Context: an optimization exercise on an open-source flow, tuned for small area, a short achievable clock period and few clock cycles. The choices shown serve that exercise and are no tape-out recipe.
At most, simulation tests tie the RTL to the original design; equivalence was not proved.

// SP_wocg
module SP_wocg(
	clk,
	rst_n,
	in_valid,
	in_data,
	in_mode,
	out_valid,
	out_data
);
==> flow/config.mk <==
export PLATFORM = sky130hd
export DESIGN_NAME = SP_wocg
export DESIGN_NICKNAME = SP_wocg
export VERILOG_FILES = /design/flow/design.v
export SDC_FILE = /design/flow/constraint.sdc
export NUM_CORES = 4
export LEC_CHECK = 0
export ABC_AREA = 1
export ABC_CLOCK_PERIOD_IN_PS = 3500
export CAP_MARGIN = 20
export CORE_MARGIN = 2
export CORE_UTILIZATION = 40
export SETUP_SLACK_MARGIN = 4.0
export SLEW_MARGIN = 20
export SYNTH_MEMORY_MAX_BITS = 16384
export TNS_END_PERCENT = 5
==> flow/constraint.sdc <==
create_clock -name core_clock -period 8.0 [get_ports {clk}]
set_input_delay 1.6000 -clock core_clock [delete_from_list [all_inputs] [get_ports {clk}]]
set_output_delay 1.6000 -clock core_clock [all_outputs]
set_load 0.01 [all_outputs]
run.sh (not shown) runs the stock make flow with config.mk's settings and CLKGATE_MAP_FILE= SYNTH_SCRIPT=/design/flow/synth_recipe.tcl, a recipe that flattens the netlist after the stock synthesis.
Next try:
--- a/flow/design.v
+++ b/flow/design.v
@@ -53,21 +53,21 @@
 	end
 endfunction
 reg [4:0] cnt;           
 reg [2:0] mode;
 wire start = (cnt == 5'd0) && in_valid;
 reg [4:0] os;            
 always @(*) begin
 	case ({mode[2], mode[1]})
 		2'b00: os = 5'd6;
-		2'b10: os = 5'd9;
+		2'b10: os = 5'd10;
 		2'b01: os = 5'd10;
-		default: os = 5'd15;
+		default: os = 5'd16;
 	endcase
 end
 wire last = (cnt == os + 5'd5);
 wire [4:0] cnt_n = start ? 5'd1 : (cnt == 5'd0 || last) ? 5'd0 : cnt + 5'd1;
 always @(posedge clk or negedge rst_n) begin
 	if (!rst_n) cnt <= 5'd0;
 	else        cnt <= cnt_n;
 end
 always @(posedge clk) if (start) mode <= in_mode;
@@ -87,20 +87,20 @@
 		ph_o <= 1'b0; first <= 1'b0;
 	end else begin
 		ph_nl <= (cnt >= 5'd1) && (cnt <= 5'd6);
 		first <= start;
 		ph_ns <= start || ((cnt >= 5'd1) && (cnt <= 5'd5));
 		ph_b  <= (cnt >= 5'd2) && (cnt <= 5'd7);
 		ph_k  <= mode[1] && (cnt >= 5'd6) && (cnt <= 5'd11);
 		ph_c  <= mode[1] && (cnt >= 5'd8) && (cnt <= 5'd13);
 		ph_s  <= !mode[1] && (cnt >= 5'd3) && (cnt <= 5'd8);
-		ins   <= mode[2] && (mode[1] ? (cnt >= 5'd8) && (cnt <= 5'd13)
-		                             : (cnt >= 5'd2) && (cnt <= 5'd7));
+		ins   <= mode[2] && (mode[1] ? (cnt >= 5'd9) && (cnt <= 5'd14)
+		                             : (cnt >= 5'd3) && (cnt <= 5'd8));
 		ph_o  <= (cnt != 5'd0) && !last && (cnt + 5'd1 >= os);
 	end
 end
 reg [7:0] af_r;          
 reg       ahi_r;         
 wire      in_hi = in_data[8];
 wire [7:0] in_f = in_hi ? ~in_data[7:0] - 8'd2 : in_data[7:0];    
 always @(posedge clk) begin
 	af_r  <= in_f;
@@ -635,58 +635,48 @@
 end
 always @(posedge clk) begin
 	t_r  <= exp_t;
 	tq_r <= e_in[8];
 end
 wire [8:0] v_r = tq_r ? 9'd509 - t_r : t_r;
 reg [8:0] rs [0:5];      
 reg [8:0] rc [0:5];      
 reg       rv [0:5];      
-reg [8:0] x_r;           
 wire [8:0] k_x = mode[0] ? ns : rc[0];
 wire [8:0] k_y = mode[0] ? rc[0] : ns;
 always @(posedge clk) e_in <= ph_k ? qsub(k_x, k_y) : nl_a;
 always @(posedge clk) if (ph_ns) ns <= first ? nl_a : qadd(ns, nl_a);
 wire [8:0] bval = mode[0] ? v_r : rs[2];
 wire [8:0] s_y = (mode[0] | ph_c) ? t_r : rs[2];
 wire       s_n = (mode[0] | ph_c) & tq_r;
-wire [8:0] x = mode[1] ? v_r : bval;
 reg  [5:0] gt;           
 always @(*) begin
 	for (k = 0; k < 6; k = k + 1)
-		gt[k] = (k == 2) || (rv[k] && (x < rc[k]));
+		gt[k] = (k == 3) || (rv[k] && (rc[3] < rc[k]));
 end
 always @(posedge clk) begin
 	for (k = 0; k < 6; k = k + 1) begin
 		rs[(k+1)%6] <= rs[k];
-		if (ins && gt[k]) rc[(k+1)%6] <= (gt[(k+1)%6] && k != 1) ? rc[(k+1)%6] : x;
+		if (ins && gt[k]) rc[(k+1)%6] <= gt[(k+1)%6] ? rc[(k+1)%6] : rc[3];
 		else              rc[(k+1)%6] <= rc[k];
 		rv[(k+1)%6] <= rv[k] & ~start;
 	end
 	if (in_valid) rs[0] <= in_data;
 	if (ph_nl) rc[2] <= e_in;
 	if (ph_b || ph_c) begin
 		rs[3] <= maddq(rs[2], s_y, s_n);
-		if (!ins) rc[3] <= ph_c ? v_r : mode[1] ? rc[2] : bval;
+		rc[3] <= ph_c ? v_r : mode[1] ? rc[2] : bval;
 	end
-	x_r <= bval;
-	if (ph_s) rs[4] <= madd(rs[3], x_r);
-	if (ins) rv[3] <= 1'b1;
+	if (ph_s) rs[4] <= madd(rs[3], rc[3]);
+	if (ins) rv[4] <= 1'b1;
 end
-reg [8:0] o_s, o_c;
-always @(*) begin
-	case ({mode[2], mode[1]})
-		2'b00:   begin o_s = rs[5]; o_c = rc[5]; end
-		2'b01:   begin o_s = rs[3]; o_c = rc[3]; end
-		default: begin o_s = rs[2]; o_c = rc[2]; end
-	endcase
-end
-wire [8:0] e_val = madd(o_s, o_c);
+wire       o_3 = mode[2] | mode[1];
+wire [8:0] e_val = madd(o_3 ? rs[3] : rs[5], o_3 ? rc[3] : rc[5]);
 always @(posedge clk or negedge rst_n) begin
 	if (!rst_n) begin
 		out_valid <= 1'b0;
 		out_data  <= 9'd0;
 	end else begin
 		out_valid <= ph_o;
 		out_data  <= ph_o ? e_val : 9'd0;
 	end
 end
Outcome: The changed run ran to the end with no violations; global-route usage increases by 1.5 points; sequential cell count drops by 9; worst setup slack gets better by 0.013 ns; area after synthesis shrinks by 4.4%; synthesized cell count drops by 6.0%; die area went down by 4.3%; cell count goes down by 6.6%.
No functional check of the RTL was part of any run of this note.

---

SP_wocg, a different RTL version from the one above (not shown whole).
Size: ~2,600 cells after synthesis, about 180 flip-flops, ~25 I/O pins.
Settings: LEC_CHECK=0, ABC_AREA=1, ABC_CLOCK_PERIOD_IN_PS=3500, CAP_MARGIN=20, CORE_MARGIN=2, CORE_UTILIZATION=40, SETUP_SLACK_MARGIN=4.0, SLEW_MARGIN=20, SYNTH_MEMORY_MAX_BITS=16384, TNS_END_PERCENT=5; clock period 8.0 ns.
The first run ran to the end with no violations.
Change:
--- a/flow/design.v
+++ b/flow/design.v
@@ -31,22 +31,22 @@
 		d2 = {1'b0, x[7:0]} - {1'b0, y[7:0]} + 9'd254;
 		if (d[8]) qsub = {~(x[8] ^ y[8]), d2[7:0]};
 		else      qsub = {x[8] ^ y[8], d[7:0]};
 	end
 endfunction
 function [8:0] maddq;    
 	input [8:0] x, y;
 	input       n;
 	reg [9:0] s, s1;
 	begin
-		s  = {1'b0, x} + {1'b0, y ^ {9{n}}} + {9'd0, n};             
-		s1 = {1'b0, x} + {1'b0, y ^ {9{n}}} + (n ? 10'd510 : 10'd3);  
+		s  = {1'b0, x} + {1'b0, y ^ {9{n}}} + {9'd0, n};    
+		s1 = s + (n ? 10'd509 : 10'd3);                     
 		maddq = (n ? ~s[9] : s1[9]) ? s1[8:0] : s[8:0];
 	end
 endfunction
 function [8:0] madd;     
 	input [8:0] x, y;
 	reg [9:0] s, s1;
 	begin
 		s  = {1'b0, x} + {1'b0, y};
 		s1 = {1'b0, x} + {1'b0, y} + 10'd3;      
 		madd = s1[9] ? s1[8:0] : s[8:0];
@@ -68,46 +68,42 @@
 wire [4:0] cnt_n = start ? 5'd1 : (cnt == 5'd0 || last) ? 5'd0 : cnt + 5'd1;
 wire [2:0] mode_n = start ? in_mode : mode;
 always @(posedge clk or negedge rst_n) begin
 	if (!rst_n) cnt <= 5'd0;
 	else        cnt <= cnt_n;
 end
 always @(posedge clk) if (start) mode <= in_mode;
 reg ph_nl;       
 reg ph_b;        
 reg ph_k;        
-reg k_first;     
+reg ph_ns;       
 reg ph_c;        
 reg ph_s;        
 reg ins;         
-reg s3_t;        
-reg s3_n;        
 reg ph_o;        
 reg first;       
 always @(posedge clk or negedge rst_n) begin
 	if (!rst_n) begin
 		ph_nl <= 1'b0; ph_b <= 1'b0; ph_k <= 1'b0;
-		ph_c <= 1'b0; ph_s <= 1'b0; ins <= 1'b0; k_first <= 1'b0;
-		ph_o <= 1'b0; first <= 1'b0; s3_t <= 1'b0; s3_n <= 1'b0;
+		ph_c <= 1'b0; ph_s <= 1'b0; ins <= 1'b0; ph_ns <= 1'b0;
+		ph_o <= 1'b0; first <= 1'b0;
 	end else begin
 		ph_nl <= (cnt_n >= 5'd2) && (cnt_n <= 5'd7);
-		first <= (cnt_n == 5'd2);
+		first <= (cnt_n == 5'd1);
+		ph_ns <= (cnt_n >= 5'd1) && (cnt_n <= 5'd6);
 		ph_b  <= (cnt_n >= 5'd3) && (cnt_n <= 5'd8);
 		ph_k  <= mode_n[1] && (cnt_n >= 5'd7) && (cnt_n <= 5'd12);
-		k_first <= (cnt_n == 5'd7);
 		ph_c  <= mode_n[1] && (cnt_n >= 5'd9) && (cnt_n <= 5'd14);
 		ph_s  <= !mode_n[1] && (cnt_n >= 5'd4) && (cnt_n <= 5'd9);
 		ins   <= mode_n[2] && (mode_n[1] ? (cnt_n >= 5'd10) && (cnt_n <= 5'd15)
 		                                 : (cnt_n >= 5'd4) && (cnt_n <= 5'd9));
 		ph_o  <= (cnt_n != 5'd0) && (cnt_n >= os);
-		s3_t  <= mode_n[0] || (mode_n[1] && (cnt_n >= 5'd9) && (cnt_n <= 5'd14));
-		s3_n  <= (mode_n[0] || (mode_n[1] && (cnt_n >= 5'd9) && (cnt_n <= 5'd14))) && e_in[8];
 	end
 end
 reg [7:0] af_r;          
 reg       ahi_r;         
 wire      in_hi = in_data[8];
 wire [7:0] in_f = in_hi ? ~in_data[7:0] - 8'd2 : in_data[7:0];    
 always @(posedge clk) begin
 	af_r  <= in_f;
 	ahi_r <= in_hi;
 end
@@ -639,29 +635,27 @@
 	endcase
 end
 always @(posedge clk) begin
 	t_r  <= exp_t;
 	tq_r <= e_in[8];
 end
 wire [8:0] v_r = tq_r ? 9'd509 - t_r : t_r;
 reg [8:0] rs [0:5];      
 reg [8:0] rc [0:5];      
 reg       rv [0:5];      
-wire [8:0] ns_n = first ? e_in : qadd(ns, e_in);
-wire [8:0] ns_x = k_first ? ns_n : ns;
-wire [8:0] k_x = mode[0] ? ns_x : rc[0];
-wire [8:0] k_y = mode[0] ? rc[0] : ns_x;
+wire [8:0] k_x = mode[0] ? ns : rc[0];
+wire [8:0] k_y = mode[0] ? rc[0] : ns;
 always @(posedge clk) e_in <= ph_k ? qsub(k_x, k_y) : nl_a;
-always @(posedge clk) if (ph_nl) ns <= ns_n;
+always @(posedge clk) if (ph_ns) ns <= first ? nl_a : qadd(ns, nl_a);
 wire [8:0] bval = mode[0] ? v_r : rs[2];
-wire [8:0] s_y = s3_t ? t_r : rs[2];
-wire       s_n = s3_n;
+wire [8:0] s_y = (mode[0] | ph_c) ? t_r : rs[2];
+wire       s_n = (mode[0] | ph_c) & tq_r;
 reg  [5:0] gt;           
 always @(*) begin
 	for (k = 0; k < 6; k = k + 1)
 		gt[k] = (k == 3) || (rv[k] && (rc[3] < rc[k]));
 end
 always @(posedge clk) begin
 	for (k = 0; k < 6; k = k + 1) begin
 		rs[(k+1)%6] <= rs[k];
 		if (ins && gt[k]) rc[(k+1)%6] <= gt[(k+1)%6] ? rc[(k+1)%6] : rc[3];
 		else              rc[(k+1)%6] <= rc[k];
The changed run went through all stages and came out clean.
Die area shrinks by 2.6%.
Core utilization shrinks by 0.51 points.
Final cell count shrinks by 2.8%.
Wire length shrinks by 2.4%.
Synthesized area shrinks by 2.6%.
First-iteration DRC count shrinks by 12%.
Setup slack is better by 0.38 ns.
Testbench counts after the change, summed over its fixed seeds: cycles 6,708.
Only the layout flow was run in the first run of this note; the RTL was not checked for function there.

afterwards: timing with drivers on the ports:
The results above use ideal ports. As a check the final layouts listed here were re-extracted and re-timed, cells and wires unchanged.
Step 1, drivers: a clkbuf_16 drives clk and a buf_2 each remaining input, both assumed.
Step 2 adds t to the input delays and takes it off the output delays; t is the mean of the earliest and latest rising clock arrival at the registers after step 1. Input paths then give back, and output paths get back, about the clock's delay inside the block.
Slacks: no drivers / after step 1 / after step 2; pairs: no drivers / after step 1.
run | t (ns) | setup slack, ns | worst setup path after step 2 | worst data-port slew with drivers (ns) | pins driven straight from the clock port
the first run of note 1 | 0.518 | 3.952 / 3.961 / 3.472 | input to register | 0.03 | 1
the second run of note 1 | 0.545 | 3.965 / 3.997 / 3.452 | input to register | 0.04 | 1
the first run of note 2 | 0.496 | 3.579 / 3.601 / 3.113 | input to register | 0.04 | 1
the second run of note 2 | 0.509 | 3.956 / 3.988 / 3.479 | input to register | 0.05 | 1
After both steps every run listed still meets setup and hold. The setup slack of the second run of note 1, which loses most, moves by +0.032 ns with the drivers and by -0.513 ns with both steps.
